Background: an optimization exercise with open tools, aiming at small area, a short achievable clock period and few clock cycles per item. Do not read the settings as production practice. Function was checked by simulation only, so behaviour that the tests miss may differ from the original. Power is estimated from default activity; no workload was simulated.

## sort_paralell
module sort_paralell(
				input 					clk,
				input 					rst_n,
				input						en,
				input 		[15:0] 	in0, in1, in2, in3, in4, in5, in6, in7,
				output reg				complete,
				output reg 	[15:0] 	out0, out1, out2, out3, out4, out5, out6,out7
						);
function automatic ge16(input [15:0] a, input [15:0] b);
	reg [15:0] g, q;
	reg [7:0]  g1, q1;
	reg [3:0]  g2, q2;
	reg [1:0]  g3, q3;
	integer k;
	begin
		g = a & ~b;
		q = a | ~b;
		for (k = 0; k < 8; k = k + 1) begin
			g1[k] = g[2*k+1] | (q[2*k+1] & g[2*k]);
			q1[k] = g[2*k+1] | (q[2*k+1] & q[2*k]);
		end
		for (k = 0; k < 4; k = k + 1) begin
			g2[k] = g1[2*k+1] | (q1[2*k+1] & g1[2*k]);
			q2[k] = g1[2*k+1] | (q1[2*k+1] & q1[2*k]);
		end
		for (k = 0; k < 2; k = k + 1) begin
			g3[k] = g2[2*k+1] | (q2[2*k+1] & g2[2*k]);
			q3[k] = g2[2*k+1] | (q2[2*k+1] & q2[2*k]);
		end
		ge16 = g3[1] | (q3[1] & q3[0]);
	end
endfunction
function automatic [7:0] onehot7(input [6:0] c);
	reg [3:0] x;
	reg [4:0] y;
	integer m, n;
	begin
		x[0] = ~c[0] & ~c[1] & ~c[2];
		x[1] = (c[0] & ~c[1] & ~c[2]) | (~c[0] & c[1] & ~c[2]) | (~c[0] & ~c[1] & c[2]);
		x[2] = (c[0] & c[1] & ~c[2]) | (c[0] & ~c[1] & c[2]) | (~c[0] & c[1] & c[2]);
		x[3] = c[0] & c[1] & c[2];
		y[0] = ~c[3] & ~c[4] & ~c[5] & ~c[6];
		y[1] = (c[3] & ~c[4] & ~c[5] & ~c[6]) | (~c[3] & c[4] & ~c[5] & ~c[6]) |
		       (~c[3] & ~c[4] & c[5] & ~c[6]) | (~c[3] & ~c[4] & ~c[5] & c[6]);
		y[2] = (c[3] & c[4] & ~c[5] & ~c[6]) | (c[3] & ~c[4] & c[5] & ~c[6]) |
		       (c[3] & ~c[4] & ~c[5] & c[6]) | (~c[3] & c[4] & c[5] & ~c[6]) |
		       (~c[3] & c[4] & ~c[5] & c[6]) | (~c[3] & ~c[4] & c[5] & c[6]);
		y[3] = (~c[3] & c[4] & c[5] & c[6]) | (c[3] & ~c[4] & c[5] & c[6]) |
		       (c[3] & c[4] & ~c[5] & c[6]) | (c[3] & c[4] & c[5] & ~c[6]);
		y[4] = c[3] & c[4] & c[5] & c[6];
		onehot7 = 8'd0;
		for (m = 0; m < 4; m = m + 1)
			for (n = 0; n < 5; n = n + 1)
				onehot7[m+n] = onehot7[m+n] | (x[m] & y[n]);
	end
endfunction
wire [15:0] in_w [0:7];
assign in_w[0] = in0; assign in_w[1] = in1; assign in_w[2] = in2; assign in_w[3] = in3;
assign in_w[4] = in4; assign in_w[5] = in5; assign in_w[6] = in6; assign in_w[7] = in7;
integer i, j, p;
reg        v1;               
  ...
clock: 5.0 ns
lec_check: 0
cap_margin: 20
core_margin: 2
core_utilization: 40
slew_margin: 20
standard.sh (not shown) runs the stock make flow with config.mk's settings and CLKGATE_MAP_FILE= SYNTH_SCRIPT=/design/flow/synth_recipe.tcl, a recipe that flattens the netlist after the stock synthesis.
==> flow/flow/run.sh <==
#!/bin/bash
# Layout flow: the standard ORFS flow (standard.sh), with
#  - port buffers of type buf_2 instead of the delay cell buffer_ports picks by default,
#  - timing repair aiming at a setup slack margin of 2.7 ns through CTS and 2.0 ns after global routing.
# Each make run's full output goes to a log of its own in the work folder.
set -euo pipefail
cd "$(dirname "$0")/.."
export BUFFER_PORTS_ARGS="-buffer_cell sky130_fd_sc_hd__buf_2"
SETUP_SLACK_MARGIN=2.7 bash standard.sh cts > make_to_cts.log 2>&1
SETUP_SLACK_MARGIN=2.0 bash standard.sh finish > make_finish.log 2>&1
test -f out/final.def
Testbench counts at the start, summed over its fixed seeds: cycles 2,056, items 2,048.
Edit:
--- a/flow/flow/run.sh
+++ b/flow/flow/run.sh
@@ -4 +4 @@
-#  - timing repair aiming at a setup slack margin of 2.7 ns through CTS and 2.0 ns after global routing.
+#  - timing repair aiming at a setup slack margin of 2.5 ns through CTS and 2.5 ns after global routing.
@@ -9,2 +9,2 @@
-SETUP_SLACK_MARGIN=2.7 bash standard.sh cts > make_to_cts.log 2>&1
-SETUP_SLACK_MARGIN=2.0 bash standard.sh finish > make_finish.log 2>&1
+SETUP_SLACK_MARGIN=2.5 bash standard.sh cts > make_to_cts.log 2>&1
+SETUP_SLACK_MARGIN=2.5 bash standard.sh finish > make_finish.log 2>&1
Effect:
- The new run went through all stages and came out clean
- sequential power rises by about 1%
- core utilization increases by 1.9 points
- first-iteration DRC count decreases by about 1.3%
- critical path depth came out higher by 2
- sequential share of layout area came out lower by 0.78 points

what the ideal ports hide:
No port has a modelled driver above. Below, the same layouts with a new extraction and two added sets of constraints.
Step 1: set_driving_cell puts a clkbuf_16 on clk and a buf_2 on each other input, an assumption about the parent block.
Step 2 moves the port delays by t, midway between the first and last clock arrival at a register: inputs arrive t later, outputs are due t later. That takes back most of the time a late clock gives input paths.
Three values: ideal ports, drivers, drivers and shift; two values: the first two.
| run | shift t [ns] | setup slack, ns | hold slack, ns | worst setup path after step 2 | pins driven straight from the clock port |
|---|---|---|---|---|---|
| the first run | 0.651 | 2.288 / 2.288 / 1.858 | 0.181 / 0.148 / 0.366 | input to register | 1 |
| the second run | 0.650 | 2.300 / 2.300 / 1.855 | 0.171 / 0.142 / 0.360 | input to register | 1 |
After both steps setup and hold are still met in every run listed. The setup slack of the second run, which loses most, moves by 0.000 ns with the drivers and by -0.445 ns with both steps.
